What follows belongs to an exercise in optimizing a design on an open flow for small area and a short achievable clock period; a production flow would make more cautious choices. The RTL was checked by simulation tests, not by an equivalence proof against the original design. Power and IR drop assume default switching activity.

[config.mk]
export PLATFORM = sky130hd
export DESIGN_NAME = tensor_unit_64bit
export DESIGN_NICKNAME = tensor_unit_64bit
export VERILOG_FILES = /design/flow/design.v
export SDC_FILE = /design/flow/constraint.sdc
export NUM_CORES = 4
export LEC_CHECK = 0
export CAP_MARGIN = 20
export CORE_MARGIN = 2
export CORE_UTILIZATION = 40
export SETUP_SLACK_MARGIN = 3.2
export SLEW_MARGIN = 20
[constraint.sdc]
create_clock -name core_clock -period 7.0 [get_ports {clk}]
set_input_delay 1.4000 -clock core_clock [delete_from_list [all_inputs] [get_ports {clk}]]
set_output_delay 1.4000 -clock core_clock [all_outputs]
set_load 0.01 [all_outputs]
[design.v]
`timescale 1ns / 100ps
module bf16_mul_tree (
    input  wire [6:0]  ma,
    input  wire [6:0]  mb,
    output wire [15:0] ps,
    output wire [15:0] pc
);
  wire t_1 = (ma[0] & mb[6]) ^ (ma[1] & mb[5]);
  wire t_2 = (ma[0] & mb[6]) & (ma[1] & mb[5]);
  wire t_3 = (ma[1] & mb[6]) ^ (ma[2] & mb[5]);
  wire t_4 = t_3 ^ (ma[3] & mb[4]);
  wire t_5 = ((ma[1] & mb[6]) & (ma[2] & mb[5])) | (t_3 & (ma[3] & mb[4]));
  wire t_6 = (ma[4] & mb[3]) ^ (ma[5] & mb[2]);
  wire t_7 = (ma[4] & mb[3]) & (ma[5] & mb[2]);
  wire t_8 = (ma[2] & mb[6]) ^ (ma[3] & mb[5]);
  wire t_9 = t_8 ^ (ma[4] & mb[4]);
  wire t_10 = ((ma[2] & mb[6]) & (ma[3] & mb[5])) | (t_8 & (ma[4] & mb[4]));
  wire t_11 = (ma[5] & mb[3]) ^ (ma[6] & mb[2]);
  wire t_12 = (ma[5] & mb[3]) & (ma[6] & mb[2]);
  wire t_13 = (ma[3] & mb[6]) ^ (ma[4] & mb[5]);
  wire t_14 = t_13 ^ (ma[5] & mb[4]);
  wire t_15 = ((ma[3] & mb[6]) & (ma[4] & mb[5])) | (t_13 & (ma[5] & mb[4]));
  wire t_16 = (ma[0] & mb[4]) ^ (ma[1] & mb[3]);
  wire t_17 = (ma[0] & mb[4]) & (ma[1] & mb[3]);
  wire t_18 = (ma[0] & mb[5]) ^ (ma[1] & mb[4]);
  wire t_19 = t_18 ^ (ma[2] & mb[3]);
  wire t_20 = ((ma[0] & mb[5]) & (ma[1] & mb[4])) | (t_18 & (ma[2] & mb[3]));
  wire t_21 = (ma[3] & mb[2]) ^ (ma[4] & mb[1]);
  wire t_22 = (ma[3] & mb[2]) & (ma[4] & mb[1]);
  wire t_23 = (ma[2] & mb[4]) ^ (ma[3] & mb[3]);
  wire t_24 = t_23 ^ (ma[4] & mb[2]);
  wire t_25 = ((ma[2] & mb[4]) & (ma[3] & mb[3])) | (t_23 & (ma[4] & mb[2]));
  wire t_26 = (ma[5] & mb[1]) ^ (ma[6] & mb[0]);
  wire t_27 = t_26 ^ t_1;
  wire t_28 = ((ma[5] & mb[1]) & (ma[6] & mb[0])) | (t_26 & t_1);
  wire t_29 = (ma[6] & mb[1]) ^ ma[0];
  wire t_30 = t_29 ^ mb[0];
  wire t_31 = ((ma[6] & mb[1]) & ma[0]) | (t_29 & mb[0]);
  wire t_32 = t_2 ^ t_4;
  wire t_33 = t_32 ^ t_6;
  wire t_34 = (t_2 & t_4) | (t_32 & t_6);
  wire t_35 = ma[1] ^ mb[1];
  wire t_36 = t_35 ^ t_5;
  wire t_37 = (ma[1] & mb[1]) | (t_35 & t_5);
  wire t_38 = t_7 ^ t_9;
  wire t_39 = t_38 ^ t_11;
  wire t_40 = (t_7 & t_9) | (t_38 & t_11);
  wire t_41 = (ma[6] & mb[3]) ^ ma[2];
  wire t_42 = t_41 ^ mb[2];
  wire t_43 = ((ma[6] & mb[3]) & ma[2]) | (t_41 & mb[2]);
  wire t_44 = t_10 ^ t_12;
  wire t_45 = t_44 ^ t_14;
  wire t_46 = (t_10 & t_12) | (t_44 & t_14);
  wire t_47 = (ma[4] & mb[6]) ^ (ma[5] & mb[5]);
  wire t_48 = t_47 ^ (ma[6] & mb[4]);
  wire t_49 = ((ma[4] & mb[6]) & (ma[5] & mb[5])) | (t_47 & (ma[6] & mb[4]));
  wire t_50 = ma[3] ^ mb[3];
  wire t_51 = t_50 ^ t_15;
  wire t_52 = (ma[3] & mb[3]) | (t_50 & t_15);
  wire t_53 = (ma[5] & mb[6]) ^ (ma[6] & mb[5]);
  wire t_54 = t_53 ^ ma[4];
  wire t_55 = ((ma[5] & mb[6]) & (ma[6] & mb[5])) | (t_53 & ma[4]);
  wire t_56 = (ma[0] & mb[3]) ^ (ma[1] & mb[2]);
  wire t_57 = (ma[0] & mb[3]) & (ma[1] & mb[2]);
  wire t_58 = (ma[2] & mb[2]) ^ (ma[3] & mb[1]);
  wire t_59 = t_58 ^ (ma[4] & mb[0]);
  wire t_60 = ((ma[2] & mb[2]) & (ma[3] & mb[1])) | (t_58 & (ma[4] & mb[0]));
  wire t_61 = (ma[5] & mb[0]) ^ t_17;
  wire t_62 = t_61 ^ t_19;
  wire t_63 = ((ma[5] & mb[0]) & t_17) | (t_61 & t_19);
  wire t_64 = t_20 ^ t_22;
  wire t_65 = t_64 ^ t_24;
  wire t_66 = (t_20 & t_22) | (t_64 & t_24);
  wire t_67 = t_25 ^ t_28;
  wire t_68 = t_67 ^ t_30;
  wire t_69 = (t_25 & t_28) | (t_67 & t_30);
  wire t_70 = t_31 ^ t_34;
  wire t_71 = t_70 ^ t_36;
  wire t_72 = (t_31 & t_34) | (t_70 & t_36);
  wire t_73 = t_37 ^ t_40;
  wire t_74 = t_73 ^ t_42;
  wire t_75 = (t_37 & t_40) | (t_73 & t_42);
  wire t_76 = t_43 ^ t_46;
  wire t_77 = t_76 ^ t_48;
  wire t_78 = (t_43 & t_46) | (t_76 & t_48);
  wire t_79 = mb[4] ^ t_49;
  wire t_80 = t_79 ^ t_52;
  wire t_81 = (mb[4] & t_49) | (t_79 & t_52);
  wire t_82 = (ma[6] & mb[6]) ^ ma[5];
  wire t_83 = t_82 ^ mb[5];
  wire t_84 = ((ma[6] & mb[6]) & ma[5]) | (t_82 & mb[5]);
  wire t_85 = (ma[0] & mb[2]) ^ (ma[1] & mb[1]);
  wire t_86 = (ma[0] & mb[2]) & (ma[1] & mb[1]);
  wire t_87 = (ma[2] & mb[1]) ^ (ma[3] & mb[0]);
  wire t_88 = t_87 ^ t_56;
  wire t_89 = ((ma[2] & mb[1]) & (ma[3] & mb[0])) | (t_87 & t_56);
  wire t_90 = t_16 ^ t_57;
  wire t_91 = t_90 ^ t_59;
  wire t_92 = (t_16 & t_57) | (t_90 & t_59);
  wire t_93 = t_21 ^ t_60;
  wire t_94 = t_93 ^ t_62;
  wire t_95 = (t_21 & t_60) | (t_93 & t_62);
  wire t_96 = t_27 ^ t_63;
  wire t_97 = t_96 ^ t_65;
  wire t_98 = (t_27 & t_63) | (t_96 & t_65);
  wire t_99 = t_33 ^ t_66;
  wire t_100 = t_99 ^ t_68;
  wire t_101 = (t_33 & t_66) | (t_99 & t_68);
  wire t_102 = t_39 ^ t_69;
  wire t_103 = t_102 ^ t_71;
  wire t_104 = (t_39 & t_69) | (t_102 & t_71);
  wire t_105 = t_45 ^ t_72;
  wire t_106 = t_105 ^ t_74;
  wire t_107 = (t_45 & t_72) | (t_105 & t_74);
  wire t_108 = t_51 ^ t_75;
  wire t_109 = t_108 ^ t_77;
  wire t_110 = (t_51 & t_75) | (t_108 & t_77);
  wire t_111 = t_54 ^ t_78;
  wire t_112 = t_111 ^ t_80;
  wire t_113 = (t_54 & t_78) | (t_111 & t_80);
  wire t_114 = t_55 ^ t_81;
  wire t_115 = t_114 ^ t_83;
  wire t_116 = (t_55 & t_81) | (t_114 & t_83);
  wire t_117 = ma[6] ^ mb[6];
  wire t_118 = t_117 ^ t_84;
  wire t_119 = (ma[6] & mb[6]) | (t_117 & t_84);
  assign ps = {1'b0, 1'b1, t_116, t_113, t_110, t_107, t_104, t_101, t_98, t_95, t_92, t_89, t_86, (ma[2] & mb[0]), (ma[0] & mb[1]), (ma[0] & mb[0])};
  assign pc = {1'b0, t_119, t_118, t_115, t_112, t_109, t_106, t_103, t_100, t_97, t_94, t_91, t_88, t_85, (ma[1] & mb[0]), 1'b0};
endmodule
module bf16_mul_cpa (
    input  wire [15:0] ps,
    input  wire [15:0] pc,
    output wire [15:0] p
);
  wire c_1 = ps[0] ^ pc[0];
  wire c_2 = ps[0] & pc[0];
  wire c_3 = ps[1] ^ pc[1];
  wire c_4 = ps[1] & pc[1];
  wire c_5 = ps[2] ^ pc[2];
  wire c_6 = ps[2] & pc[2];
  wire c_7 = ps[3] ^ pc[3];
  wire c_8 = ps[3] & pc[3];
  wire c_9 = ps[4] ^ pc[4];
  wire c_10 = ps[4] & pc[4];
  wire c_11 = ps[5] ^ pc[5];
  wire c_12 = ps[5] & pc[5];
  wire c_13 = ps[6] ^ pc[6];
  wire c_14 = ps[6] & pc[6];
  wire c_15 = ps[7] ^ pc[7];
  wire c_16 = ps[7] & pc[7];
  wire c_17 = ps[8] ^ pc[8];
  wire c_18 = ps[8] & pc[8];
  wire c_19 = ps[9] ^ pc[9];
  wire c_20 = ps[9] & pc[9];
  wire c_21 = ps[10] ^ pc[10];
  wire c_22 = ps[10] & pc[10];
  wire c_23 = ps[11] ^ pc[11];
  wire c_24 = ps[11] & pc[11];
  wire c_25 = ps[12] ^ pc[12];
  wire c_26 = ps[12] & pc[12];
  wire c_27 = ps[13] ^ pc[13];
  wire c_28 = ps[13] & pc[13];
  wire c_29 = ps[14] ^ pc[14];
  wire c_30 = ps[14] & pc[14];
  wire c_31 = ps[15] ^ pc[15];
  wire c_32 = ps[15] & pc[15];
  wire c_33 = c_4 | (c_3 & c_2);
  wire c_34 = c_3 & c_1;
  wire c_35 = c_8 | (c_7 & c_6);
  wire c_36 = c_7 & c_5;
  wire c_37 = c_12 | (c_11 & c_10);
  wire c_38 = c_11 & c_9;
  wire c_39 = c_16 | (c_15 & c_14);
  wire c_40 = c_15 & c_13;
  wire c_41 = c_20 | (c_19 & c_18);
  wire c_42 = c_19 & c_17;
  wire c_43 = c_24 | (c_23 & c_22);
  wire c_44 = c_23 & c_21;
  wire c_45 = c_28 | (c_27 & c_26);
  wire c_46 = c_27 & c_25;
  wire c_47 = c_32 | (c_31 & c_30);
  wire c_48 = c_31 & c_29;
  wire c_49 = c_6 | (c_5 & c_33);
  wire c_50 = c_5 & c_34;
  wire c_51 = c_35 | (c_36 & c_33);
  wire c_52 = c_36 & c_34;
  wire c_53 = c_14 | (c_13 & c_37);
  wire c_54 = c_13 & c_38;
  wire c_55 = c_39 | (c_40 & c_37);
  wire c_56 = c_40 & c_38;
  wire c_57 = c_22 | (c_21 & c_41);
  wire c_58 = c_21 & c_42;
  wire c_59 = c_43 | (c_44 & c_41);
  wire c_60 = c_44 & c_42;
  wire c_61 = c_30 | (c_29 & c_45);
  wire c_62 = c_29 & c_46;
  wire c_63 = c_47 | (c_48 & c_45);
  wire c_64 = c_48 & c_46;
  wire c_65 = c_10 | (c_9 & c_51);
  wire c_66 = c_9 & c_52;
  wire c_67 = c_37 | (c_38 & c_51);
  wire c_68 = c_38 & c_52;
  wire c_69 = c_53 | (c_54 & c_51);
  wire c_70 = c_54 & c_52;
  wire c_71 = c_55 | (c_56 & c_51);
  wire c_72 = c_56 & c_52;
  wire c_73 = c_26 | (c_25 & c_59);
  wire c_74 = c_25 & c_60;
  wire c_75 = c_45 | (c_46 & c_59);
  wire c_76 = c_46 & c_60;
  wire c_77 = c_61 | (c_62 & c_59);
  wire c_78 = c_62 & c_60;
  wire c_79 = c_63 | (c_64 & c_59);
  wire c_80 = c_64 & c_60;
  wire c_81 = c_18 | (c_17 & c_71);
  wire c_82 = c_17 & c_72;
  wire c_83 = c_41 | (c_42 & c_71);
  wire c_84 = c_42 & c_72;
  wire c_85 = c_57 | (c_58 & c_71);
  wire c_86 = c_58 & c_72;
  wire c_87 = c_59 | (c_60 & c_71);
  wire c_88 = c_60 & c_72;
  wire c_89 = c_73 | (c_74 & c_71);
  wire c_90 = c_74 & c_72;
  wire c_91 = c_75 | (c_76 & c_71);
  wire c_92 = c_76 & c_72;
  wire c_93 = c_77 | (c_78 & c_71);
  wire c_94 = c_78 & c_72;
  wire c_95 = c_79 | (c_80 & c_71);
  wire c_96 = c_80 & c_72;
  wire c_97 = c_3 ^ c_2;
  wire c_98 = c_5 ^ c_33;
  wire c_99 = c_7 ^ c_49;
  wire c_100 = c_9 ^ c_51;
  wire c_101 = c_11 ^ c_65;
  wire c_102 = c_13 ^ c_67;
  wire c_103 = c_15 ^ c_69;
  wire c_104 = c_17 ^ c_71;
  wire c_105 = c_19 ^ c_81;
  wire c_106 = c_21 ^ c_83;
  wire c_107 = c_23 ^ c_85;
  wire c_108 = c_25 ^ c_87;
  wire c_109 = c_27 ^ c_89;
  wire c_110 = c_29 ^ c_91;
  wire c_111 = c_31 ^ c_93;
  assign p = {c_111, c_110, c_109, c_108, c_107, c_106, c_105, c_104, c_103, c_102, c_101, c_100, c_99, c_98, c_97, c_1};
endmodule
module bf16_exp_diff (
    input  wire [7:0] ea,
    input  wire [7:0] eb,
    input  wire [7:0] ec,
    output wire [9:0] xm,
    output wire [9:0] xd,
    output wire [8:0] t
);
  wire e_1 = ea[0] ^ eb[0];
  wire e_2 = ea[0] & eb[0];
  wire e_3 = ea[1] ^ eb[1];
  wire e_4 = ea[1] & eb[1];
  wire e_5 = ea[2] ^ eb[2];
  wire e_6 = ea[2] & eb[2];
  wire e_7 = ea[3] ^ eb[3];
  wire e_8 = ea[3] & eb[3];
  wire e_9 = ea[4] ^ eb[4];
  wire e_10 = ea[4] & eb[4];
  wire e_11 = ea[5] ^ eb[5];
  wire e_12 = ea[5] & eb[5];
  wire e_13 = ea[6] ^ eb[6];
  wire e_14 = ea[6] & eb[6];
  wire e_15 = ea[7] ^ eb[7];
  wire e_16 = e_15 ^ ~ec[7];
  wire e_17 = (ea[7] & eb[7]) | (e_15 & ~ec[7]);
  wire e_18 = ~ec[0] ^ 1'b1;
  wire e_19 = ~ec[0] & 1'b1;
  wire e_20 = ~ec[1] ^ e_2;
  wire e_21 = e_20 ^ e_3;
  wire e_22 = (~ec[1] & e_2) | (e_20 & e_3);
  wire e_23 = ~ec[2] ^ e_4;
  wire e_24 = e_23 ^ e_5;
  wire e_25 = (~ec[2] & e_4) | (e_23 & e_5);
  wire e_26 = ~ec[3] ^ e_6;
  wire e_27 = e_26 ^ e_7;
  wire e_28 = (~ec[3] & e_6) | (e_26 & e_7);
  wire e_29 = ~ec[4] ^ e_8;
  wire e_30 = e_29 ^ e_9;
  wire e_31 = (~ec[4] & e_8) | (e_29 & e_9);
  wire e_32 = ~ec[5] ^ e_10;
  wire e_33 = e_32 ^ e_11;
  wire e_34 = (~ec[5] & e_10) | (e_32 & e_11);
  wire e_35 = ~ec[6] ^ e_12;
  wire e_36 = e_35 ^ e_13;
  wire e_37 = (~ec[6] & e_12) | (e_35 & e_13);
  wire e_38 = 1'b1 ^ e_14;
  wire e_39 = e_38 ^ e_16;
  wire e_40 = (1'b1 & e_14) | (e_38 & e_16);
  wire e_41 = e_1 ^ e_18;
  wire e_42 = e_1 & e_18;
  wire e_43 = e_19 ^ e_21;
  wire e_44 = e_19 & e_21;
  wire e_45 = e_22 ^ e_24;
  wire e_46 = e_22 & e_24;
  wire e_47 = e_25 ^ e_27;
  wire e_48 = e_25 & e_27;
  wire e_49 = e_28 ^ e_30;
  wire e_50 = e_28 & e_30;
  wire e_51 = e_31 ^ e_33;
  wire e_52 = e_31 & e_33;
  wire e_53 = e_34 ^ e_36;
  wire e_54 = e_34 & e_36;
  wire e_55 = e_37 ^ e_39;
  wire e_56 = e_37 & e_39;
  wire e_57 = e_17 ^ e_40;
  wire e_58 = e_17 & e_40;
  wire e_59 = 1'b1 ^ 1'b0;
  wire e_60 = 1'b1 & 1'b0;
  wire e_61 = e_44 | (e_43 & e_42);
  wire e_62 = e_43 & e_41;
  wire e_63 = e_46 | (e_45 & e_44);
  wire e_64 = e_45 & e_43;
  wire e_65 = e_48 | (e_47 & e_46);
  wire e_66 = e_47 & e_45;
  wire e_67 = e_50 | (e_49 & e_48);
  wire e_68 = e_49 & e_47;
  wire e_69 = e_52 | (e_51 & e_50);
  wire e_70 = e_51 & e_49;
  wire e_71 = e_54 | (e_53 & e_52);
  wire e_72 = e_53 & e_51;
  wire e_73 = e_56 | (e_55 & e_54);
  wire e_74 = e_55 & e_53;
  wire e_75 = e_58 | (e_57 & e_56);
  wire e_76 = e_57 & e_55;
  wire e_77 = e_60 | (e_59 & e_58);
  wire e_78 = e_59 & e_57;
  wire e_79 = e_63 | (e_64 & e_42);
  wire e_80 = e_64 & e_41;
  wire e_81 = e_65 | (e_66 & e_61);
  wire e_82 = e_66 & e_62;
  wire e_83 = e_67 | (e_68 & e_63);
  wire e_84 = e_68 & e_64;
  wire e_85 = e_69 | (e_70 & e_65);
  wire e_86 = e_70 & e_66;
  wire e_87 = e_71 | (e_72 & e_67);
  wire e_88 = e_72 & e_68;
  wire e_89 = e_73 | (e_74 & e_69);
  wire e_90 = e_74 & e_70;
  wire e_91 = e_75 | (e_76 & e_71);
  wire e_92 = e_76 & e_72;
  wire e_93 = e_77 | (e_78 & e_73);
  wire e_94 = e_78 & e_74;
  wire e_95 = e_83 | (e_84 & e_42);
  wire e_96 = e_84 & e_41;
  wire e_97 = e_85 | (e_86 & e_61);
  wire e_98 = e_86 & e_62;
  wire e_99 = e_87 | (e_88 & e_79);
  wire e_100 = e_88 & e_80;
  wire e_101 = e_89 | (e_90 & e_81);
  wire e_102 = e_90 & e_82;
  wire e_103 = e_91 | (e_92 & e_83);
  wire e_104 = e_92 & e_84;
  wire e_105 = e_93 | (e_94 & e_85);
  wire e_106 = e_94 & e_86;
  wire e_107 = e_103 | (e_104 & e_42);
  wire e_108 = e_104 & e_41;
  wire e_109 = e_105 | (e_106 & e_61);
  wire e_110 = e_106 & e_62;
  wire e_111 = ~e_41;
  wire e_112 = e_43 ^ e_42;
  wire e_113 = e_43 ^ (e_42 | e_41);
  wire e_114 = e_45 ^ e_61;
  wire e_115 = e_45 ^ (e_61 | e_62);
  wire e_116 = e_47 ^ e_79;
  wire e_117 = e_47 ^ (e_79 | e_80);
  wire e_118 = e_49 ^ e_81;
  wire e_119 = e_49 ^ (e_81 | e_82);
  wire e_120 = e_51 ^ e_95;
  wire e_121 = e_51 ^ (e_95 | e_96);
  wire e_122 = e_53 ^ e_97;
  wire e_123 = e_53 ^ (e_97 | e_98);
  wire e_124 = e_55 ^ e_99;
  wire e_125 = e_55 ^ (e_99 | e_100);
  wire e_126 = e_57 ^ e_101;
  wire e_127 = e_57 ^ (e_101 | e_102);
  wire e_128 = e_59 ^ e_107;
  wire e_129 = e_59 ^ (e_107 | e_108);
  wire e_130 = e_109 | e_110;
  wire e_131 = ea[0] ^ eb[0];
  wire e_132 = ea[0] & eb[0];
  wire e_133 = ea[1] ^ eb[1];
  wire e_134 = ea[1] & eb[1];
  wire e_135 = ea[2] ^ eb[2];
  wire e_136 = ea[2] & eb[2];
  wire e_137 = ea[3] ^ eb[3];
  wire e_138 = ea[3] & eb[3];
  wire e_139 = ea[4] ^ eb[4];
  wire e_140 = ea[4] & eb[4];
  wire e_141 = ea[5] ^ eb[5];
  wire e_142 = ea[5] & eb[5];
  wire e_143 = ea[6] ^ eb[6];
  wire e_144 = ea[6] & eb[6];
  wire e_145 = ea[7] ^ eb[7];
  wire e_146 = ea[7] & eb[7];
  wire e_147 = e_132 | (e_131 & 1'b1);
  wire e_148 = e_134 | (e_133 & e_147);
  wire e_149 = e_133 & e_131;
  wire e_150 = e_136 | (e_135 & e_134);
  wire e_151 = e_135 & e_133;
  wire e_152 = e_138 | (e_137 & e_136);
  wire e_153 = e_137 & e_135;
  wire e_154 = e_140 | (e_139 & e_138);
  wire e_155 = e_139 & e_137;
  wire e_156 = e_142 | (e_141 & e_140);
  wire e_157 = e_141 & e_139;
  wire e_158 = e_144 | (e_143 & e_142);
  wire e_159 = e_143 & e_141;
  wire e_160 = e_146 | (e_145 & e_144);
  wire e_161 = e_145 & e_143;
  wire e_162 = e_150 | (e_151 & e_147);
  wire e_163 = e_151 & e_131;
  wire e_164 = e_152 | (e_153 & e_148);
  wire e_165 = e_153 & e_149;
  wire e_166 = e_154 | (e_155 & e_150);
  wire e_167 = e_155 & e_151;
  wire e_168 = e_156 | (e_157 & e_152);
  wire e_169 = e_157 & e_153;
  wire e_170 = e_158 | (e_159 & e_154);
  wire e_171 = e_159 & e_155;
  wire e_172 = e_160 | (e_161 & e_156);
  wire e_173 = e_161 & e_157;
  wire e_174 = e_166 | (e_167 & e_147);
  wire e_175 = e_167 & e_131;
  wire e_176 = e_168 | (e_169 & e_148);
  wire e_177 = e_169 & e_149;
  wire e_178 = e_170 | (e_171 & e_162);
  wire e_179 = e_171 & e_163;
  wire e_180 = e_172 | (e_173 & e_164);
  wire e_181 = e_173 & e_165;
  wire e_182 = e_131 ^ 1'b1;
  wire e_183 = e_133 ^ e_147;
  wire e_184 = e_135 ^ e_148;
  wire e_185 = e_137 ^ e_162;
  wire e_186 = e_139 ^ e_164;
  wire e_187 = e_141 ^ e_174;
  wire e_188 = e_143 ^ e_176;
  wire e_189 = e_145 ^ e_178;
  assign xm = {e_128, e_126, e_124, e_122, e_120, e_118, e_116, e_114, e_112, e_41};
  assign xd = {e_129, e_127, e_125, e_123, e_121, e_119, e_117, e_115, e_113, e_111};
  assign t = {e_180, e_189, e_188, e_187, e_186, e_185, e_184, e_183, e_182};
endmodule
module bf16_exp_norm (
    input  wire [7:0] e,
    input  wire [4:0] lz,
    output wire [7:0] ne
);
  wire n_1 = ~lz[0];
  wire n_2 = ~lz[1];
  wire n_3 = ~lz[2];
  wire n_4 = ~lz[3];
  wire n_5 = ~lz[4];
  wire n_6 = e[0] & n_1;
  wire n_7 = e[1] & n_2;
  wire n_8 = e[2] & n_3;
  wire n_9 = e[3] & n_4;
  wire n_10 = e[4] & n_5;
  wire n_11 = e[0] | n_1;
  wire n_12 = e[1] | n_2;
  wire n_13 = e[2] | n_3;
  wire n_14 = e[3] | n_4;
  wire n_15 = e[4] | n_5;
  wire n_16 = e[0] ^ n_1;
  wire n_17 = e[1] ^ n_2;
  wire n_18 = e[2] ^ n_3;
  wire n_19 = e[3] ^ n_4;
  wire n_20 = e[4] ^ n_5;
  wire n_21 = (n_6) | (n_11);
  wire n_22 = (n_7) | (n_12 & n_6) | (n_12 & n_11);
  wire n_23 = (n_8) | (n_13 & n_7) | (n_13 & n_12 & n_6) | (n_13 & n_12 & n_11);
  wire n_24 = (n_9) | (n_14 & n_8) | (n_14 & n_13 & n_7) | (n_14 & n_13 & n_12 & n_6) | (n_14 & n_13 & n_12 & n_11);
  wire n_25 = (n_10) | (n_15 & n_9) | (n_15 & n_14 & n_8) | (n_15 & n_14 & n_13 & n_7) | (n_15 & n_14 & n_13 & n_12 & n_6) | (n_15 & n_14 & n_13 & n_12 & n_11);
  wire n_26 = n_16 ^ 1'b1;
  wire n_27 = n_17 ^ n_21;
  wire n_28 = n_18 ^ n_22;
  wire n_29 = n_19 ^ n_23;
  wire n_30 = n_20 ^ n_24;
  wire [2:0] eh1 = e[7:5] - 3'd1;
  assign ne = {n_25 ? e[7:5] : eh1, {n_30, n_29, n_28, n_27, n_26}};
endmodule
module bf16_addsub (
    input  wire [15:0] p,
    input  wire [15:0] g,
    output wire [15:0] s0,
    output wire [15:0] s1,
    output wire        c0
);
  wire a_1 = g[1] | (p[1] & g[0]);
  wire a_2 = p[1] & p[0];
  wire a_3 = g[2] | (p[2] & g[1]);
  wire a_4 = p[2] & p[1];
  wire a_5 = g[3] | (p[3] & g[2]);
  wire a_6 = p[3] & p[2];
  wire a_7 = g[4] | (p[4] & g[3]);
  wire a_8 = p[4] & p[3];
  wire a_9 = g[5] | (p[5] & g[4]);
  wire a_10 = p[5] & p[4];
  wire a_11 = g[6] | (p[6] & g[5]);
  wire a_12 = p[6] & p[5];
  wire a_13 = g[7] | (p[7] & g[6]);
  wire a_14 = p[7] & p[6];
  wire a_15 = g[8] | (p[8] & g[7]);
  wire a_16 = p[8] & p[7];
  wire a_17 = g[9] | (p[9] & g[8]);
  wire a_18 = p[9] & p[8];
  wire a_19 = g[10] | (p[10] & g[9]);
  wire a_20 = p[10] & p[9];
  wire a_21 = g[11] | (p[11] & g[10]);
  wire a_22 = p[11] & p[10];
  wire a_23 = g[12] | (p[12] & g[11]);
  wire a_24 = p[12] & p[11];
  wire a_25 = g[13] | (p[13] & g[12]);
  wire a_26 = p[13] & p[12];
  wire a_27 = g[14] | (p[14] & g[13]);
  wire a_28 = p[14] & p[13];
  wire a_29 = g[15] | (p[15] & g[14]);
  wire a_30 = p[15] & p[14];
  wire a_31 = a_3 | (a_4 & g[0]);
  wire a_32 = a_4 & p[0];
  wire a_33 = a_5 | (a_6 & a_1);
  wire a_34 = a_6 & a_2;
  wire a_35 = a_7 | (a_8 & a_3);
  wire a_36 = a_8 & a_4;
  wire a_37 = a_9 | (a_10 & a_5);
  wire a_38 = a_10 & a_6;
  wire a_39 = a_11 | (a_12 & a_7);
  wire a_40 = a_12 & a_8;
  wire a_41 = a_13 | (a_14 & a_9);
  wire a_42 = a_14 & a_10;
  wire a_43 = a_15 | (a_16 & a_11);
  wire a_44 = a_16 & a_12;
  wire a_45 = a_17 | (a_18 & a_13);
  wire a_46 = a_18 & a_14;
  wire a_47 = a_19 | (a_20 & a_15);
  wire a_48 = a_20 & a_16;
  wire a_49 = a_21 | (a_22 & a_17);
  wire a_50 = a_22 & a_18;
  wire a_51 = a_23 | (a_24 & a_19);
  wire a_52 = a_24 & a_20;
  wire a_53 = a_25 | (a_26 & a_21);
  wire a_54 = a_26 & a_22;
  wire a_55 = a_27 | (a_28 & a_23);
  wire a_56 = a_28 & a_24;
  wire a_57 = a_29 | (a_30 & a_25);
  wire a_58 = a_30 & a_26;
  wire a_59 = a_35 | (a_36 & g[0]);
  wire a_60 = a_36 & p[0];
  wire a_61 = a_37 | (a_38 & a_1);
  wire a_62 = a_38 & a_2;
  wire a_63 = a_39 | (a_40 & a_31);
  wire a_64 = a_40 & a_32;
  wire a_65 = a_41 | (a_42 & a_33);
  wire a_66 = a_42 & a_34;
  wire a_67 = a_43 | (a_44 & a_35);
  wire a_68 = a_44 & a_36;
  wire a_69 = a_45 | (a_46 & a_37);
  wire a_70 = a_46 & a_38;
  wire a_71 = a_47 | (a_48 & a_39);
  wire a_72 = a_48 & a_40;
  wire a_73 = a_49 | (a_50 & a_41);
  wire a_74 = a_50 & a_42;
  wire a_75 = a_51 | (a_52 & a_43);
  wire a_76 = a_52 & a_44;
  wire a_77 = a_53 | (a_54 & a_45);
  wire a_78 = a_54 & a_46;
  wire a_79 = a_55 | (a_56 & a_47);
  wire a_80 = a_56 & a_48;
  wire a_81 = a_57 | (a_58 & a_49);
  wire a_82 = a_58 & a_50;
  wire a_83 = a_67 | (a_68 & g[0]);
  wire a_84 = a_68 & p[0];
  wire a_85 = a_69 | (a_70 & a_1);
  wire a_86 = a_70 & a_2;
  wire a_87 = a_71 | (a_72 & a_31);
  wire a_88 = a_72 & a_32;
  wire a_89 = a_73 | (a_74 & a_33);
  wire a_90 = a_74 & a_34;
  wire a_91 = a_75 | (a_76 & a_59);
  wire a_92 = a_76 & a_60;
  wire a_93 = a_77 | (a_78 & a_61);
  wire a_94 = a_78 & a_62;
  wire a_95 = a_79 | (a_80 & a_63);
  wire a_96 = a_80 & a_64;
  wire a_97 = a_81 | (a_82 & a_65);
  wire a_98 = a_82 & a_66;
  wire a_99 = ~p[0];
  wire a_100 = p[1] ^ g[0];
  wire a_101 = p[1] ^ (g[0] | p[0]);
  wire a_102 = p[2] ^ a_1;
  wire a_103 = p[2] ^ (a_1 | a_2);
  wire a_104 = p[3] ^ a_31;
  wire a_105 = p[3] ^ (a_31 | a_32);
  wire a_106 = p[4] ^ a_33;
  wire a_107 = p[4] ^ (a_33 | a_34);
  wire a_108 = p[5] ^ a_59;
  wire a_109 = p[5] ^ (a_59 | a_60);
  wire a_110 = p[6] ^ a_61;
  wire a_111 = p[6] ^ (a_61 | a_62);
  wire a_112 = p[7] ^ a_63;
  wire a_113 = p[7] ^ (a_63 | a_64);
  wire a_114 = p[8] ^ a_65;
  wire a_115 = p[8] ^ (a_65 | a_66);
  wire a_116 = p[9] ^ a_83;
  wire a_117 = p[9] ^ (a_83 | a_84);
  wire a_118 = p[10] ^ a_85;
  wire a_119 = p[10] ^ (a_85 | a_86);
  wire a_120 = p[11] ^ a_87;
  wire a_121 = p[11] ^ (a_87 | a_88);
  wire a_122 = p[12] ^ a_89;
  wire a_123 = p[12] ^ (a_89 | a_90);
  wire a_124 = p[13] ^ a_91;
  wire a_125 = p[13] ^ (a_91 | a_92);
  wire a_126 = p[14] ^ a_93;
  wire a_127 = p[14] ^ (a_93 | a_94);
  wire a_128 = p[15] ^ a_95;
  wire a_129 = p[15] ^ (a_95 | a_96);
  wire a_130 = a_97 | a_98;
  assign s0 = {a_128, a_126, a_124, a_122, a_120, a_118, a_116, a_114, a_112, a_110, a_108, a_106, a_104, a_102, a_100, p[0]};
  assign s1 = {a_129, a_127, a_125, a_123, a_121, a_119, a_117, a_115, a_113, a_111, a_109, a_107, a_105, a_103, a_101, a_99};
  assign c0 = a_97;
endmodule
module bf16_mac_lane (
    input  wire        clk,
    input  wire [15:0] a,
    input  wire [15:0] b,
    input  wire [15:0] c,
    input  wire        relu1,     
    output wire [15:0] d
);
    wire [15:0] ps0, pc0;
    bf16_mul_tree u_tree (.ma(a[6:0]), .mb(b[6:0]), .ps(ps0), .pc(pc0));
    wire [9:0] xm, xd;
    wire [8:0] t;
    bf16_exp_diff u_exp (.ea(a[14:7]), .eb(b[14:7]), .ec(c[14:7]), .xm(xm), .xd(xd), .t(t));
    wire       wrap = (t[8:7] == 2'b00);           
    wire       gt0  = wrap | ~xm[9];               
    wire [8:0] dd   = gt0 ? xd[8:0] : ~xm[8:0];    
    wire       big0 = wrap | (dd[8:4] != 5'd0);    
    reg [15:0] r0_ps, r0_pc;
    reg  [6:0] r0_mc;
    reg  [3:0] r0_sh;
    reg        r0_big, r0_gt;
    reg  [7:0] r0_e;
    reg        r0_sp, r0_sc;
    always @(posedge clk) begin
        r0_ps  <= ps0;
        r0_pc  <= pc0;
        r0_mc  <= c[6:0];
        r0_sh  <= dd[3:0];
        r0_big <= big0;
        r0_gt  <= gt0;
        r0_e   <= gt0 ? {~t[7], t[6:0]} : c[14:7];
        r0_sp  <= a[15] ^ b[15];
        r0_sc  <= c[15];
    end
    wire [15:0] prod;
    bf16_mul_cpa u_cpa (.ps(r0_ps), .pc(r0_pc), .p(prod));
    wire [15:0] cm  = {1'b1, r0_mc, 8'b0};
    wire [15:0] x1  = r0_gt ? prod : (r0_big ? 16'd0 : (prod >> r0_sh));
    wire [15:0] y1  = r0_gt ? (r0_big ? 16'd0 : (cm >> r0_sh)) : cm;
    wire        sub1 = r0_sp ^ r0_sc;
    wire [15:0] yb1  = sub1 ? ~y1 : y1;
    reg [15:0] r1_p, r1_g;
    reg  [7:0] r1_e;
    reg        r1_sp, r1_sc, r1_sub;
    always @(posedge clk) begin
        r1_p   <= x1 ^ yb1;
        r1_g   <= x1 & yb1;
        r1_e   <= r0_e;
        r1_sp  <= r0_sp;
        r1_sc  <= r0_sc;
        r1_sub <= sub1;
    end
    wire [15:0] s0, s1;
    wire        c0;
    bf16_addsub u_add (.p(r1_p), .g(r1_g), .s0(s0), .s1(s1), .c0(c0));
    wire [16:0] sum = ~r1_sub ? {c0, s0} : (c0 ? {1'b0, s1} : {1'b0, ~s0});
    wire        sg2 = (r1_sub & ~c0) ? r1_sc : r1_sp;
    reg [4:0] lz;
    integer i;
    always @(*) begin
        lz = 5'd16;
        for (i = 0; i < 17; i = i + 1)
            if (sum[i]) lz = 16 - i;
    end
    wire zero2 = (sum == 17'd0);
    reg [15:0] r2_s;
    reg  [4:0] r2_lz;
    reg  [7:0] r2_e;
    reg        r2_sg, r2_kill;
    always @(posedge clk) begin
        r2_s    <= sum[15:0];
        r2_lz   <= lz;
        r2_e    <= r1_e;
        r2_sg   <= sg2;
        r2_kill <= zero2 | (relu1 & sg2);
    end
    wire [15:0] nm = r2_s << r2_lz;
    wire  [7:0] ne;
    bf16_exp_norm u_enorm (.e(r2_e), .lz(r2_lz), .ne(ne));
    assign d = r2_kill ? 16'd0 : {r2_sg, ne, nm[15:9]};
endmodule
module tensor_unit_64bit (
    input  wire        clk,
    input  wire        rst_n,
    input  wire        en,
    input  wire [63:0] vector_a,
    input  wire [63:0] vector_b,
    input  wire [63:0] vector_c,
    input  wire        do_relu,
    output wire [63:0] vector_out,
    output wire        valid_out
);
    reg v0, v1, v2;
    always @(posedge clk or negedge rst_n) begin
        if (!rst_n) begin
            v0 <= 1'b0;
            v1 <= 1'b0;
            v2 <= 1'b0;
        end else begin
            v0 <= en;
            v1 <= v0;
            v2 <= v1;
        end
    end
    assign valid_out = v2;
    reg relu0, relu1;
    always @(posedge clk) begin
        relu0 <= do_relu;
        relu1 <= relu0;
    end
    genvar g;
    generate
        for (g = 0; g < 4; g = g + 1) begin : lane
            bf16_mac_lane u (
                .clk(clk), .relu1(relu1),
                .a(vector_a[16*g +: 16]), .b(vector_b[16*g +: 16]), .c(vector_c[16*g +: 16]),
                .d(vector_out[16*g +: 16])
            );
        end
    endgenerate
endmodule
[flow/run.sh]
#!/bin/bash
# The standard layout, with plain sky130_fd_sc_hd__buf_2 cells as the input and output
# port buffers instead of the delay buffers the resizer picks by default.
set -euo pipefail
bash standard.sh synth > synth.log 2>&1
bash standard.sh "BUFFER_PORTS_ARGS=-buffer_cell sky130_fd_sc_hd__buf_2" finish > layout.log 2>&1
[standard.sh]
#!/bin/bash
# synth_recipe.tcl (not shown) runs the flow's synth.tcl, then flattens the netlist and writes it again
# the make line also repeats each setting of config.mk as NAME=value (left out here)
make -C /OpenROAD-flow-scripts/flow DESIGN_CONFIG=/design/flow/config.mk WORK_HOME=/design/flow/orfs CLKGATE_MAP_FILE= SYNTH_SCRIPT=/design/flow/synth_recipe.tcl "${@:-finish}"
==> results.cfg, run 1 <==
[routing]
wirelength_mm = 96.42
vias_per_cell = 5.266
drt_pre_antenna_iters = 6
detail_route.drc_violations = 0
route.antenna.remaining_nets = 0
detail_route.iter0.violations = 1932
avgRoutedWirePerCell_um = 16.38
num_vias = 31010

[clocking]
worstSkewPairLatency_ns = 0.67
clkSinkCount = 505
h-tree-depth = 2
cts_made_buffers = 59
clk_root_buffer_cell = sky130_fd_sc_hd__clkbuf_16
clk_transition_reported_paths_ns = 0.07
cts.hold.buffers_added = 0
cts_max_path_buffers = 3
tritoncts = built

[sta]
layout_worst_path_cycle_share_pct = 56.32
hold_violations = 0
period_minus_slack_ns = 3.943
achievable-frequency_mhz = 253.6
setup_viol_count_final = 0
skew_ns = 0.02277
setup-tns-final_ns = 0
timing.max_slew.rel_slack_pct = 16.47
pins_over_their_slew_limit = 0
worst-slew-pin-transition_ns = 1.241
rsz_0062_raised_after_global_routing = yes

[pwr]
clockPowerShare_pct = 16.5
vdd.ir_drop.worst_v = 0.0002377
p_switching_uw = 8963
sequentialPowerShare_pct = 24.9
pd_cells_nw_per_um2 = 455.1
leakagePower_uw = 0.01993
comb_power_share_pct = 58.6
internal_power_uw = 11200
switching_share_pct = 44.45

[synth]
number_of_synthesized_register_bits = 505
ys_dominant_reg_cell = sky130_fd_sc_hd__dfxtp_1
synthesis.yosys.warnings = 2
ys_types = 105
yosysSeqAreaShare_pct = 27.27
syn-instance-count = 4275
avgSynthCellArea_um2 = 8.685
mappedNetlistNets = 4943
synth_edf_count = 0
synthesis.area_um2 = 37130
postSynth.asyncResetShare_pct = 0.5941

[setup_path]
worstSetupEndpointType = primary output
criticalPathCategory = reg2out
crit_path_start_kind = register
crit_path_max_fanout = 4
crit_arrival_ns = 2.54
crit_required_ns = 5.60

[floorplanning]
std_cell_rows = 111
die_wd_um = 308.7
initial_core_util_pct = 40.44
core-area_um2 = 91800
floorplan.io_pins = 261
die_y_um = 308.7
overall_die_area_um2 = 95270

[finish]
finish.instance_area_um2 = 44310
area_growth_pct = 19.34
drive_gt1_share_pct = 19.22
design.final.nets = 5259

[global_routing]
track_usage_pct = 19.66
grt_antenna_before_repair = 17
grt_overflow_total = 0
grt_pass1_wl_mm = 155.2
grt_max_degree = 42
grt_pass1_vias = 30330

[placement]
dp.final_hpwl_mm = 72.26
placed_cell_area_um2 = 39650
gp_congestion = 0.8971
numPortBuffers = 260

[job]
max_cap_viol_count = 0

[run_status]
status = finished clean

[hold_path]
hp-class = reg2reg
synth_stat cells (16+ instances only):
| cell type | number | area share (%) |
|---|---|---|
| sky130_fd_sc_hd__o22ai_1 | 35 | 0.59 |
| sky130_fd_sc_hd__nand2b_1 | 20 | 0.34 |
| sky130_fd_sc_hd__a211oi_1 | 72 | 1.5 |
| sky130_fd_sc_hd__o21ai_1 | 16 | 0.22 |
| sky130_fd_sc_hd__a31oi_1 | 37 | 0.62 |
| sky130_fd_sc_hd__mux2i_1 | 144 | 3.9 |
| sky130_fd_sc_hd__inv_1 | 447 | 4.5 |
| sky130_fd_sc_hd__and3_1 | 25 | 0.42 |
| sky130_fd_sc_hd__o21a_1 | 26 | 0.53 |
| sky130_fd_sc_hd__and2_1 | 155 | 2.6 |
| sky130_fd_sc_hd__mux2_2 | 44 | 1.3 |
| sky130_fd_sc_hd__ha_1 | 284 | 9.6 |
| sky130_fd_sc_hd__xor2_1 | 97 | 2.3 |
| sky130_fd_sc_hd__nor4_1 | 20 | 0.34 |
| sky130_fd_sc_hd__dfxtp_1 | 502 | 27 |
| sky130_fd_sc_hd__buf_1 | 21 | 0.21 |
| sky130_fd_sc_hd__nand2_1 | 314 | 3.2 |
| sky130_fd_sc_hd__xnor2_1 | 158 | 3.7 |
| sky130_fd_sc_hd__nor2_1 | 367 | 3.7 |
| sky130_fd_sc_hd__nor2b_1 | 28 | 0.47 |
| sky130_fd_sc_hd__a21o_1 | 86 | 1.7 |
| sky130_fd_sc_hd__a22o_1 | 16 | 0.38 |
| sky130_fd_sc_hd__o31ai_1 | 16 | 0.32 |
| sky130_fd_sc_hd__nor3_1 | 60 | 0.81 |
| sky130_fd_sc_hd__or3_1 | 22 | 0.37 |
| sky130_fd_sc_hd__fa_1 | 188 | 10 |
| sky130_fd_sc_hd__nand3_1 | 59 | 0.80 |
| sky130_fd_sc_hd__o21bai_1 | 26 | 0.53 |
| sky130_fd_sc_hd__clkbuf_1 | 135 | 1.4 |
| sky130_fd_sc_hd__o211ai_1 | 34 | 0.69 |
| sky130_fd_sc_hd__a21oi_1 | 276 | 3.7 |
| sky130_fd_sc_hd__nand4_1 | 38 | 0.64 |
| sky130_fd_sc_hd__a22oi_1 | 32 | 0.65 |
| sky130_fd_sc_hd__mux4_2 | 35 | 2.1 |
| sky130_fd_sc_hd__o21ai_0 | 187 | 2.5 |
final cells by class:
| class | count | area [um^2] |
|---|---|---|
| antenna | 4 | 10.01 |
| clock buffer | 74 | 1633 |
| clock inverter | 37 | 514.2 |
| fill | 8787 | 47490 |
| inverter | 461 | 1749 |
| multi-input combinational | 3146 | 25910 |
| sequential | 505 | 10180 |
| tap | 1243 | 1555 |
| timing repair buffer | 418 | 2754 |
registers in the layout (all words and copies together) (netlist names), 4 cells and up:
signal          flops
lane.u.r1_e        32
lane.u.r0_sp        4
lane.u.r1_sp        4
lane.u.r1_p        64
lane.u.r2_lz       20
lane.u.r1_g        64
lane.u.r2_sg        4
lane.u.r0_gt        4
lane.u.r1_sub       4
lane.u.r2_s        64
lane.u.r0_big       4
lane.u.r0_e        32
lane.u.r2_e        32
lane.u.r0_pc       56
lane.u.r1_sc        4
lane.u.r0_mc       28
lane.u.r0_ps       56
lane.u.r0_sc        4
lane.u.r2_kill      4
lane.u.r0_sh       16
per-stage QoR:
stage / cells / hold WS, ns / util, % / power (uW) / setup WS (ns)
finish: 5888 / 0.3233 / 48.26 / 20160 / 3.057
global route: 5886 / 0.3267 / 48.26 / 21850 / 2.860
CTS: 5812 / 0.3241 / 46.86 / 19510 / 2.902
detailed placement: 5630 / 0.3121 / 43.19 / 15450 / 1.686
global placement: 5630 / 0.3100 / 43.19 / 15370 / 1.711
floorplan: 4275 / 0.3096 / - / 12810 / 2.624
cells in the final DEF (no fill, tap or decap), types with 31 or more instances in the layout:
cell / synthesis / final
sky130_fd_sc_hd__a21oi_2: 3 / 32
sky130_fd_sc_hd__xnor2_1: 158 / 153
sky130_fd_sc_hd__xor2_1: 97 / 91
sky130_fd_sc_hd__nand3_1: 59 / 58
sky130_fd_sc_hd__nor2_1: 367 / 356
sky130_fd_sc_hd__a21oi_1: 276 / 244
sky130_fd_sc_hd__fa_1: 188 / 182
sky130_fd_sc_hd__mux2i_1: 144 / 134
sky130_fd_sc_hd__clkbuf_16: 0 / 59
sky130_fd_sc_hd__nand4_1: 38 / 38
sky130_fd_sc_hd__mux4_2: 35 / 35
sky130_fd_sc_hd__inv_1: 447 / 433
sky130_fd_sc_hd__buf_4: 0 / 128
sky130_fd_sc_hd__buf_2: 6 / 252
sky130_fd_sc_hd__a21o_1: 86 / 81
sky130_fd_sc_hd__o21ai_0: 187 / 172
sky130_fd_sc_hd__mux2_2: 44 / 40
sky130_fd_sc_hd__o22ai_1: 35 / 35
sky130_fd_sc_hd__nand2_1: 314 / 313
sky130_fd_sc_hd__o211ai_1: 34 / 34
sky130_fd_sc_hd__a22oi_1: 32 / 31
sky130_fd_sc_hd__ha_1: 284 / 242
sky130_fd_sc_hd__a31oi_1: 37 / 36
sky130_fd_sc_hd__nor3_1: 60 / 56
sky130_fd_sc_hd__dfxtp_1: 502 / 481
sky130_fd_sc_hd__a211oi_1: 72 / 46
sky130_fd_sc_hd__and2_1: 155 / 154
critical path: stages (launching register included):
cell                       delay, ns
sky130_fd_sc_hd__dfxtp_4        0.38
sky130_fd_sc_hd__buf_6          0.10
sky130_fd_sc_hd__ha_4           0.12
sky130_fd_sc_hd__nor2b_4        0.15
sky130_fd_sc_hd__o21bai_4       0.07
sky130_fd_sc_hd__a21oi_2        0.17
sky130_fd_sc_hd__nor2_1         0.07
sky130_fd_sc_hd__nor2_2         0.13
sky130_fd_sc_hd__nor2_2         0.06
sky130_fd_sc_hd__nor2_4         0.17
sky130_fd_sc_hd__buf_6          0.13
sky130_fd_sc_hd__xnor2_2        0.10
sky130_fd_sc_hd__nor2_1         0.06
sky130_fd_sc_hd__buf_2          0.16
path summary, 6_finish.rpt:
| path | cells past startpoint | slack, ns | startpoint | end |
|---|---|---|---|---|
| max | 13 | 3.06 | lane[0].u.r2_lz[0]$_SDFF_PP0_ | vector_out[12] |
| min | 0 | 0.32 | lane[1].u.r1_e[4]$_DFF_P_ | lane[1].u.r2_e[4]$_DFF_P_ |
| min in group asynchronous | 1 | 0.52 | rst_n | v0$_DFF_PN0_ |
| max reg2reg | 14 | 3.30 | lane[2].u.r0_pc[2]$_DFF_P_ | lane[2].u.r1_p[4]$_DFF_P_ |
| max in group asynchronous | 1 | 6.38 | rst_n | v2$_DFF_PN0_ |
| min reg2reg | 0 | 0.32 | lane[1].u.r1_e[4]$_DFF_P_ | lane[1].u.r2_e[4]$_DFF_P_ |
per-layer routing:
layer	GRT usage, %	share of wire [%]
met3	3.467	5.0
met4	5.411	2.6
met1	25.62	45
met2	33.37	47
met5	0	0.14
cell families (layout without fill, tap and decap cells):
logic type | count (synthesis) | count (layout) | share of synthesized area, %
adder cells (fa/ha/maj) | 472 | 472 | 19.71
flip-flops | 505 | 505 | 27.27
multiplexers | 224 | 224 | 7.370
AO/OA/AOI/OAI | 1022 | 1025 | 18.10
AND/OR/NAND/NOR | 1170 | 1170 | 15.08
buffers and inverters | 627 | 990 | 6.460
XOR/XNOR | 255 | 255 | 6.015
other | 0 | 4 | 0
what timing repair did:
item                       4_1_cts  5_1_grt
cloned                           4        0
resized for setup              153      156
setup endpoints to repair      112      127
buffers inserted                67       72
pin swaps                       50      118
power by group through the flow:
| stage | clock network [uW] | registers, uW | logic [uW] |
|---|---|---|---|
| 6_report | 3330 | 5020 | 11800 |
| 3_5_place_dp | 0 | 5110 | 10300 |
| 5_1_grt | 3550 | 5160 | 13100 |
| 2_1_floorplan | 0 | 4400 | 8410 |
| 4_1_cts | 3430 | 4990 | 11100 |
| 3_3_place_gp | 0 | 5110 | 10300 |
==> inputs of run 2 (changes only) <==
--- a/design.v
+++ b/design.v
@@ -251,5 +251,4 @@
     input  wire [7:0] ec,
     output wire [9:0] xm,
-    output wire [9:0] xd,
     output wire [8:0] t
 );
@@ -364,90 +363,79 @@
   wire e_109 = e_105 | (e_106 & e_61);
   wire e_110 = e_106 & e_62;
-  wire e_111 = ~e_41;
-  wire e_112 = e_43 ^ e_42;
-  wire e_113 = e_43 ^ (e_42 | e_41);
-  wire e_114 = e_45 ^ e_61;
-  wire e_115 = e_45 ^ (e_61 | e_62);
-  wire e_116 = e_47 ^ e_79;
-  wire e_117 = e_47 ^ (e_79 | e_80);
-  wire e_118 = e_49 ^ e_81;
-  wire e_119 = e_49 ^ (e_81 | e_82);
-  wire e_120 = e_51 ^ e_95;
-  wire e_121 = e_51 ^ (e_95 | e_96);
-  wire e_122 = e_53 ^ e_97;
-  wire e_123 = e_53 ^ (e_97 | e_98);
-  wire e_124 = e_55 ^ e_99;
-  wire e_125 = e_55 ^ (e_99 | e_100);
-  wire e_126 = e_57 ^ e_101;
-  wire e_127 = e_57 ^ (e_101 | e_102);
-  wire e_128 = e_59 ^ e_107;
-  wire e_129 = e_59 ^ (e_107 | e_108);
-  wire e_130 = e_109 | e_110;
-  wire e_131 = ea[0] ^ eb[0];
-  wire e_132 = ea[0] & eb[0];
-  wire e_133 = ea[1] ^ eb[1];
-  wire e_134 = ea[1] & eb[1];
-  wire e_135 = ea[2] ^ eb[2];
-  wire e_136 = ea[2] & eb[2];
-  wire e_137 = ea[3] ^ eb[3];
-  wire e_138 = ea[3] & eb[3];
-  wire e_139 = ea[4] ^ eb[4];
-  wire e_140 = ea[4] & eb[4];
-  wire e_141 = ea[5] ^ eb[5];
-  wire e_142 = ea[5] & eb[5];
-  wire e_143 = ea[6] ^ eb[6];
-  wire e_144 = ea[6] & eb[6];
-  wire e_145 = ea[7] ^ eb[7];
-  wire e_146 = ea[7] & eb[7];
-  wire e_147 = e_132 | (e_131 & 1'b1);
-  wire e_148 = e_134 | (e_133 & e_147);
-  wire e_149 = e_133 & e_131;
-  wire e_150 = e_136 | (e_135 & e_134);
-  wire e_151 = e_135 & e_133;
-  wire e_152 = e_138 | (e_137 & e_136);
-  wire e_153 = e_137 & e_135;
-  wire e_154 = e_140 | (e_139 & e_138);
-  wire e_155 = e_139 & e_137;
-  wire e_156 = e_142 | (e_141 & e_140);
-  wire e_157 = e_141 & e_139;
-  wire e_158 = e_144 | (e_143 & e_142);
-  wire e_159 = e_143 & e_141;
-  wire e_160 = e_146 | (e_145 & e_144);
-  wire e_161 = e_145 & e_143;
-  wire e_162 = e_150 | (e_151 & e_147);
-  wire e_163 = e_151 & e_131;
-  wire e_164 = e_152 | (e_153 & e_148);
-  wire e_165 = e_153 & e_149;
-  wire e_166 = e_154 | (e_155 & e_150);
-  wire e_167 = e_155 & e_151;
-  wire e_168 = e_156 | (e_157 & e_152);
-  wire e_169 = e_157 & e_153;
-  wire e_170 = e_158 | (e_159 & e_154);
-  wire e_171 = e_159 & e_155;
-  wire e_172 = e_160 | (e_161 & e_156);
-  wire e_173 = e_161 & e_157;
-  wire e_174 = e_166 | (e_167 & e_147);
-  wire e_175 = e_167 & e_131;
-  wire e_176 = e_168 | (e_169 & e_148);
-  wire e_177 = e_169 & e_149;
-  wire e_178 = e_170 | (e_171 & e_162);
-  wire e_179 = e_171 & e_163;
-  wire e_180 = e_172 | (e_173 & e_164);
-  wire e_181 = e_173 & e_165;
-  wire e_182 = e_131 ^ 1'b1;
-  wire e_183 = e_133 ^ e_147;
-  wire e_184 = e_135 ^ e_148;
-  wire e_185 = e_137 ^ e_162;
-  wire e_186 = e_139 ^ e_164;
-  wire e_187 = e_141 ^ e_174;
-  wire e_188 = e_143 ^ e_176;
-  wire e_189 = e_145 ^ e_178;
-  assign xm = {e_128, e_126, e_124, e_122, e_120, e_118, e_116, e_114, e_112, e_41};
-  assign xd = {e_129, e_127, e_125, e_123, e_121, e_119, e_117, e_115, e_113, e_111};
-  assign t = {e_180, e_189, e_188, e_187, e_186, e_185, e_184, e_183, e_182};
+  wire e_111 = e_43 ^ e_42;
+  wire e_112 = e_45 ^ e_61;
+  wire e_113 = e_47 ^ e_79;
+  wire e_114 = e_49 ^ e_81;
+  wire e_115 = e_51 ^ e_95;
+  wire e_116 = e_53 ^ e_97;
+  wire e_117 = e_55 ^ e_99;
+  wire e_118 = e_57 ^ e_101;
+  wire e_119 = e_59 ^ e_107;
+  wire e_120 = ea[0] ^ eb[0];
+  wire e_121 = ea[0] & eb[0];
+  wire e_122 = ea[1] ^ eb[1];
+  wire e_123 = ea[1] & eb[1];
+  wire e_124 = ea[2] ^ eb[2];
+  wire e_125 = ea[2] & eb[2];
+  wire e_126 = ea[3] ^ eb[3];
+  wire e_127 = ea[3] & eb[3];
+  wire e_128 = ea[4] ^ eb[4];
+  wire e_129 = ea[4] & eb[4];
+  wire e_130 = ea[5] ^ eb[5];
+  wire e_131 = ea[5] & eb[5];
+  wire e_132 = ea[6] ^ eb[6];
+  wire e_133 = ea[6] & eb[6];
+  wire e_134 = ea[7] ^ eb[7];
+  wire e_135 = ea[7] & eb[7];
+  wire e_136 = e_121 | (e_120 & 1'b1);
+  wire e_137 = e_123 | (e_122 & e_136);
+  wire e_138 = e_122 & e_120;
+  wire e_139 = e_125 | (e_124 & e_123);
+  wire e_140 = e_124 & e_122;
+  wire e_141 = e_127 | (e_126 & e_125);
+  wire e_142 = e_126 & e_124;
+  wire e_143 = e_129 | (e_128 & e_127);
+  wire e_144 = e_128 & e_126;
+  wire e_145 = e_131 | (e_130 & e_129);
+  wire e_146 = e_130 & e_128;
+  wire e_147 = e_133 | (e_132 & e_131);
+  wire e_148 = e_132 & e_130;
+  wire e_149 = e_135 | (e_134 & e_133);
+  wire e_150 = e_134 & e_132;
+  wire e_151 = e_139 | (e_140 & e_136);
+  wire e_152 = e_140 & e_120;
+  wire e_153 = e_141 | (e_142 & e_137);
+  wire e_154 = e_142 & e_138;
+  wire e_155 = e_143 | (e_144 & e_139);
+  wire e_156 = e_144 & e_140;
+  wire e_157 = e_145 | (e_146 & e_141);
+  wire e_158 = e_146 & e_142;
+  wire e_159 = e_147 | (e_148 & e_143);
+  wire e_160 = e_148 & e_144;
+  wire e_161 = e_149 | (e_150 & e_145);
+  wire e_162 = e_150 & e_146;
+  wire e_163 = e_155 | (e_156 & e_136);
+  wire e_164 = e_156 & e_120;
+  wire e_165 = e_157 | (e_158 & e_137);
+  wire e_166 = e_158 & e_138;
+  wire e_167 = e_159 | (e_160 & e_151);
+  wire e_168 = e_160 & e_152;
+  wire e_169 = e_161 | (e_162 & e_153);
+  wire e_170 = e_162 & e_154;
+  wire e_171 = e_120 ^ 1'b1;
+  wire e_172 = e_122 ^ e_136;
+  wire e_173 = e_124 ^ e_137;
+  wire e_174 = e_126 ^ e_151;
+  wire e_175 = e_128 ^ e_153;
+  wire e_176 = e_130 ^ e_163;
+  wire e_177 = e_132 ^ e_165;
+  wire e_178 = e_134 ^ e_167;
+  assign xm = {e_119, e_118, e_117, e_116, e_115, e_114, e_113, e_112, e_111, e_41};
+  assign t = {e_169, e_178, e_177, e_176, e_175, e_174, e_173, e_172, e_171};
 endmodule
 module bf16_exp_norm (
     input  wire [7:0] e,
     input  wire [4:0] lz,
+    input  wire       cy,
     output wire [7:0] ne
 );
@@ -476,12 +464,11 @@
   wire n_23 = (n_8) | (n_13 & n_7) | (n_13 & n_12 & n_6) | (n_13 & n_12 & n_11);
   wire n_24 = (n_9) | (n_14 & n_8) | (n_14 & n_13 & n_7) | (n_14 & n_13 & n_12 & n_6) | (n_14 & n_13 & n_12 & n_11);
-  wire n_25 = (n_10) | (n_15 & n_9) | (n_15 & n_14 & n_8) | (n_15 & n_14 & n_13 & n_7) | (n_15 & n_14 & n_13 & n_12 & n_6) | (n_15 & n_14 & n_13 & n_12 & n_11);
-  wire n_26 = n_16 ^ 1'b1;
-  wire n_27 = n_17 ^ n_21;
-  wire n_28 = n_18 ^ n_22;
-  wire n_29 = n_19 ^ n_23;
-  wire n_30 = n_20 ^ n_24;
+  wire n_25 = n_16 ^ 1'b1;
+  wire n_26 = n_17 ^ n_21;
+  wire n_27 = n_18 ^ n_22;
+  wire n_28 = n_19 ^ n_23;
+  wire n_29 = n_20 ^ n_24;
   wire [2:0] eh1 = e[7:5] - 3'd1;
-  assign ne = {n_25 ? e[7:5] : eh1, {n_30, n_29, n_28, n_27, n_26}};
+  assign ne = {cy ? e[7:5] : eh1, {n_29, n_28, n_27, n_26, n_25}};
 endmodule
 module bf16_addsub (
@@ -636,10 +623,10 @@
     wire [15:0] ps0, pc0;
     bf16_mul_tree u_tree (.ma(a[6:0]), .mb(b[6:0]), .ps(ps0), .pc(pc0));
-    wire [9:0] xm, xd;
+    wire [9:0] xm;
     wire [8:0] t;
-    bf16_exp_diff u_exp (.ea(a[14:7]), .eb(b[14:7]), .ec(c[14:7]), .xm(xm), .xd(xd), .t(t));
+    bf16_exp_diff u_exp (.ea(a[14:7]), .eb(b[14:7]), .ec(c[14:7]), .xm(xm), .t(t));
     wire       wrap = (t[8:7] == 2'b00);           
     wire       gt0  = wrap | ~xm[9];               
-    wire [8:0] dd   = gt0 ? xd[8:0] : ~xm[8:0];    
+    wire [8:0] dd   = gt0 ? xm[8:0] : ~xm[8:0];
     wire       big0 = wrap | (dd[8:4] != 5'd0);    
     reg [15:0] r0_ps, r0_pc;
@@ -648,5 +635,5 @@
     reg        r0_big, r0_gt;
     reg  [7:0] r0_e;
-    reg        r0_sp, r0_sc;
+    reg        r0_sp, r0_sub;
     always @(posedge clk) begin
         r0_ps  <= ps0;
@@ -658,5 +645,5 @@
         r0_e   <= gt0 ? {~t[7], t[6:0]} : c[14:7];
         r0_sp  <= a[15] ^ b[15];
-        r0_sc  <= c[15];
+        r0_sub <= a[15] ^ b[15] ^ c[15];
     end
     wire [15:0] prod;
@@ -664,10 +651,10 @@
     wire [15:0] cm  = {1'b1, r0_mc, 8'b0};
     wire [15:0] x1  = r0_gt ? prod : (r0_big ? 16'd0 : (prod >> r0_sh));
-    wire [15:0] y1  = r0_gt ? (r0_big ? 16'd0 : (cm >> r0_sh)) : cm;
-    wire        sub1 = r0_sp ^ r0_sc;
+    wire [15:0] y1  = r0_gt ? (r0_big ? 16'd0 : ({1'b0, cm[15:1]} >> r0_sh)) : cm;
+    wire        sub1 = r0_sub;
     wire [15:0] yb1  = sub1 ? ~y1 : y1;
     reg [15:0] r1_p, r1_g;
     reg  [7:0] r1_e;
-    reg        r1_sp, r1_sc, r1_sub;
+    reg        r1_sp, r1_sub;
     always @(posedge clk) begin
         r1_p   <= x1 ^ yb1;
@@ -675,5 +662,4 @@
         r1_e   <= r0_e;
         r1_sp  <= r0_sp;
-        r1_sc  <= r0_sc;
         r1_sub <= sub1;
     end
@@ -682,5 +668,5 @@
     bf16_addsub u_add (.p(r1_p), .g(r1_g), .s0(s0), .s1(s1), .c0(c0));
     wire [16:0] sum = ~r1_sub ? {c0, s0} : (c0 ? {1'b0, s1} : {1'b0, ~s0});
-    wire        sg2 = (r1_sub & ~c0) ? r1_sc : r1_sp;
+    wire        sg2 = r1_sp ^ (r1_sub & ~c0);    
     reg [4:0] lz;
     integer i;
@@ -691,8 +677,13 @@
     end
     wire zero2 = (sum == 17'd0);
+    reg [16:0] emask;
+    always @(*)
+        for (i = 0; i < 17; i = i + 1)
+            emask[i] = ({1'b0, r1_e[4:0]} >= 6'd16 - i);
+    wire cy2 = r1_e[4] | (|(sum & emask));
     reg [15:0] r2_s;
     reg  [4:0] r2_lz;
     reg  [7:0] r2_e;
-    reg        r2_sg, r2_kill;
+    reg        r2_sg, r2_kill, r2_cy;
     always @(posedge clk) begin
         r2_s    <= sum[15:0];
@@ -701,8 +692,9 @@
         r2_sg   <= sg2;
         r2_kill <= zero2 | (relu1 & sg2);
+        r2_cy   <= cy2;
     end
     wire [15:0] nm = r2_s << r2_lz;
     wire  [7:0] ne;
-    bf16_exp_norm u_enorm (.e(r2_e), .lz(r2_lz), .ne(ne));
+    bf16_exp_norm u_enorm (.e(r2_e), .lz(r2_lz), .cy(r2_cy), .ne(ne));
     assign d = r2_kill ? 16'd0 : {r2_sg, ne, nm[15:9]};
 endmodule
==> flow/run.sh (replaced) <==
#!/bin/bash
# The standard layout, with plain sky130_fd_sc_hd__buf_1 cells as the input and output
# port buffers instead of the delay buffers the resizer picks by default.
set -euo pipefail
bash standard.sh synth > synth.log 2>&1
bash standard.sh "BUFFER_PORTS_ARGS=-buffer_cell sky130_fd_sc_hd__buf_1" finish > layout.log 2>&1
==> results.cfg, run 2 <==
[clocking]
worstSkewPairLatency_ns = 0.63
tritoncts = built
cts_made_buffers = 58
clk_transition_reported_paths_ns = 0.06
h-tree-depth = 2
cts_max_path_buffers = 3

[routing]
highest-signal-layer = met5
drt-met1-wl_mm = 40.98
avgRoutedWirePerCell_um = 15.94
detail_route.iter0.violations = 1877
detailroute.wirelength.met3_mm = 4.909
wl_met2_mm = 43.93
num_vias = 30510
route.antenna.remaining_nets = 0
detail_route.drc_violations = 0
wirelength_mm = 92.33
drt_pre_antenna_iters = 8

[floorplanning]
die_wd_um = 306.9
overall_die_area_um2 = 94210
std_cell_rows = 111
core-area_um2 = 91250
floorplan.io_pins = 261
initial_core_util_pct = 40.23

[finish]
most-common-layout-cells = sky130_fd_sc_hd__dfxtp_1 (482), sky130_fd_sc_hd__inv_1 (421), sky130_fd_sc_hd__nor2_1 (394)
reg_top3 = lane.u.r1_g (64), lane.u.r1_p (64), lane.u.r2_s (64)
design.final.nets = 5210
layoutNonFillerInstCount = 5793
area_growth_pct = 16.67
finish.instance_area_um2 = 42830
drive_gt1_share_pct = 12.12

[global_routing]
grt_max_degree = 45
grt_pass1_vias = 29460
grt_pass1_wl_mm = 148.9

[sta]
layout_worst_path_cycle_share_pct = 55.99
timing.max_slew.rel_slack_pct = 26.53
period_minus_slack_ns = 3.919
skew_ns = 0.01609
worst_hold_slack_ns = 0.3242
rsz_0062_raised_after_global_routing = yes
achievable-frequency_mhz = 255.2
pins_over_their_slew_limit = 0
setup_viol_count_final = 0
hold_violations = 0

[pwr]
clockPowerShare_pct = 15.8
switching_share_pct = 45.92
vdd.ir_drop.worst_v = 0.0003818
leakagePower_uw = 0.01886

[placement]
numPortBuffers = 260
dp.final_hpwl_mm = 70.83
pre_cts_ws_ns = 2.129

[synth]
yosys.area.top_type = sky130_fd_sc_hd__dfxtp_1
synthMostInstantiatedCell = sky130_fd_sc_hd__dfxtp_1
yosysSeqAreaShare_pct = 27.58
mappedNetlistNets = 4935
netlist_top_cells_area = sky130_fd_sc_hd__dfxtp_1 (27%), sky130_fd_sc_hd__fa_1 (10%), sky130_fd_sc_hd__ha_1 (9.3%)
synthesis.area_um2 = 36710
avgSynthCellArea_um2 = 8.579
synth_edf_count = 0
syn-instance-count = 4279
ys_dominant_reg_cell = sky130_fd_sc_hd__dfxtp_1
postSynth.asyncResetShare_pct = 0.5941
ys_types = 96

[job]
max_cap_viol_count = 0

[setup_path]
crit_arrival_ns = 4.44
crit_path_start_kind = input port
crit_path_max_fanout = 2
worstSetupEndpointType = register
critPathMaxStageDelay_ns = 0.51
cell_by_cell_listing_of_the_critical_path = buf_8 -> ha_4 -> fa_1 -> ha_1 -> a21o_1 -> a21oi_2 -> o21bai_1 -> a21oi_2 -> o21bai_1 -> a21oi_2 -> buf_4 -> xnor2_2 -> or4_4 -> a221o_1
cp_max_stage_cell = sky130_fd_sc_hd__or4_4

[run_status]
status = finished clean
run 2: cell types whose count changed after synthesis, sizes merged, moves of 18 or more:
cell,previous run,this run
nand2,315,343
nand2b,20,38
mux2i,144,125
a21o,87,63
xor2,97,121
nor2,367,409
run 2: worst paths after layout:
kind	from	end	cells past startpoint
max	vector_a[40]	lane[2].u.r0_big$_DFF_P_	14
min	lane[1].u.r1_e[6]$_DFF_P_	lane[1].u.r2_e[6]$_DFF_P_	0
max reg2reg	lane[2].u.r1_p[1]$_DFF_P_	lane[2].u.r2_lz[0]$_SDFF_PP0_	13
min reg2reg	lane[1].u.r1_e[6]$_DFF_P_	lane[1].u.r2_e[6]$_DFF_P_	0
max in group asynchronous	rst_n	v1$_DFF_PN0_	1
min in group asynchronous	rst_n	v0$_DFF_PN0_	1
run 2: stage by stage:
step,total power (uW),util [%]
floorplan,13330,-
global placement,15960,42.61
detailed placement,16080,42.63
CTS,19780,45.71
global route,22090,46.93
finish,20360,46.93
run 2: power by group through the flow:
stage	registers [uW]	clock network, uW	logic, uW
2_1_floorplan	4450	0	8880
3_3_place_gp	5220	0	10700
3_5_place_dp	5240	0	10800
4_1_cts	5100	3320	11400
5_1_grt	5280	3430	13400
6_report	5130	3220	12000
run 2: cell families (layout without fill, tap and decap cells):
| family | count (synthesis) | after routing | synth area share, % |
|---|---|---|---|
| DFF | 505 | 505 | 27.58 |
| xor gates and xnor gates | 269 | 269 | 6.439 |
| other | 0 | 4 | 0 |
| adders and majority gates | 462 | 462 | 19.58 |
| and+or+nand+nor | 1223 | 1223 | 15.55 |
| muxes | 200 | 200 | 6.793 |
| AOI/OAI and AO/OA | 994 | 995 | 17.59 |
| buffers and inverters | 626 | 949 | 6.469 |
run 2: final cells by class:
type,count,area (um^2)
fill,8750,48420
multi-input combinational,3149,25130
sequential,505,10180
timing repair buffer,389,2230
inverter,451,1714
clock buffer,74,1613
tap,1186,1484
clock inverter,35,466.7
antenna,4,10.01
run 2: timing repair:
item,in CTS,in global routing
endpoints found under the setup margin,143,140
gates cloned,1,1
buffers inserted,48,62
resized for setup,96,189
endpoints found under the hold margin,0,0
pin swaps,28,114
hold buffers,0,0
run 2: layer usage:
metal / vias up / track usage [%]
met4: 10 / 5.734
met1: 14400 / 24.49
li1: 15220 / -
met2: 718 / 31.91
met5: - / 0
met3: 164 / 3.825

afterwards: timing with drivers on the ports:
The results above use ideal ports. As a check the final layouts listed here were re-extracted and re-timed, cells and wires unchanged. Step 1 sets driving cells, clkbuf_16 on the clock port and buf_2 on the other inputs (assumed; they add their load-dependent delay and slew). Step 2 also shifts input and output timing later by t, the mid clock arrival at the registers, as if the neighbouring blocks saw the same clock. Slacks: no drivers / after step 1 / after step 2; pairs: no drivers / after step 1.
| run | t, ns | setup WS [ns] |
|---|---|---|
| run 1 | 0.724 | 3.057 / 2.993 / 2.468 |
| run 2 | 0.688 | 3.081 / 3.074 / 2.402 |
After both steps setup and hold are still met in every run listed.
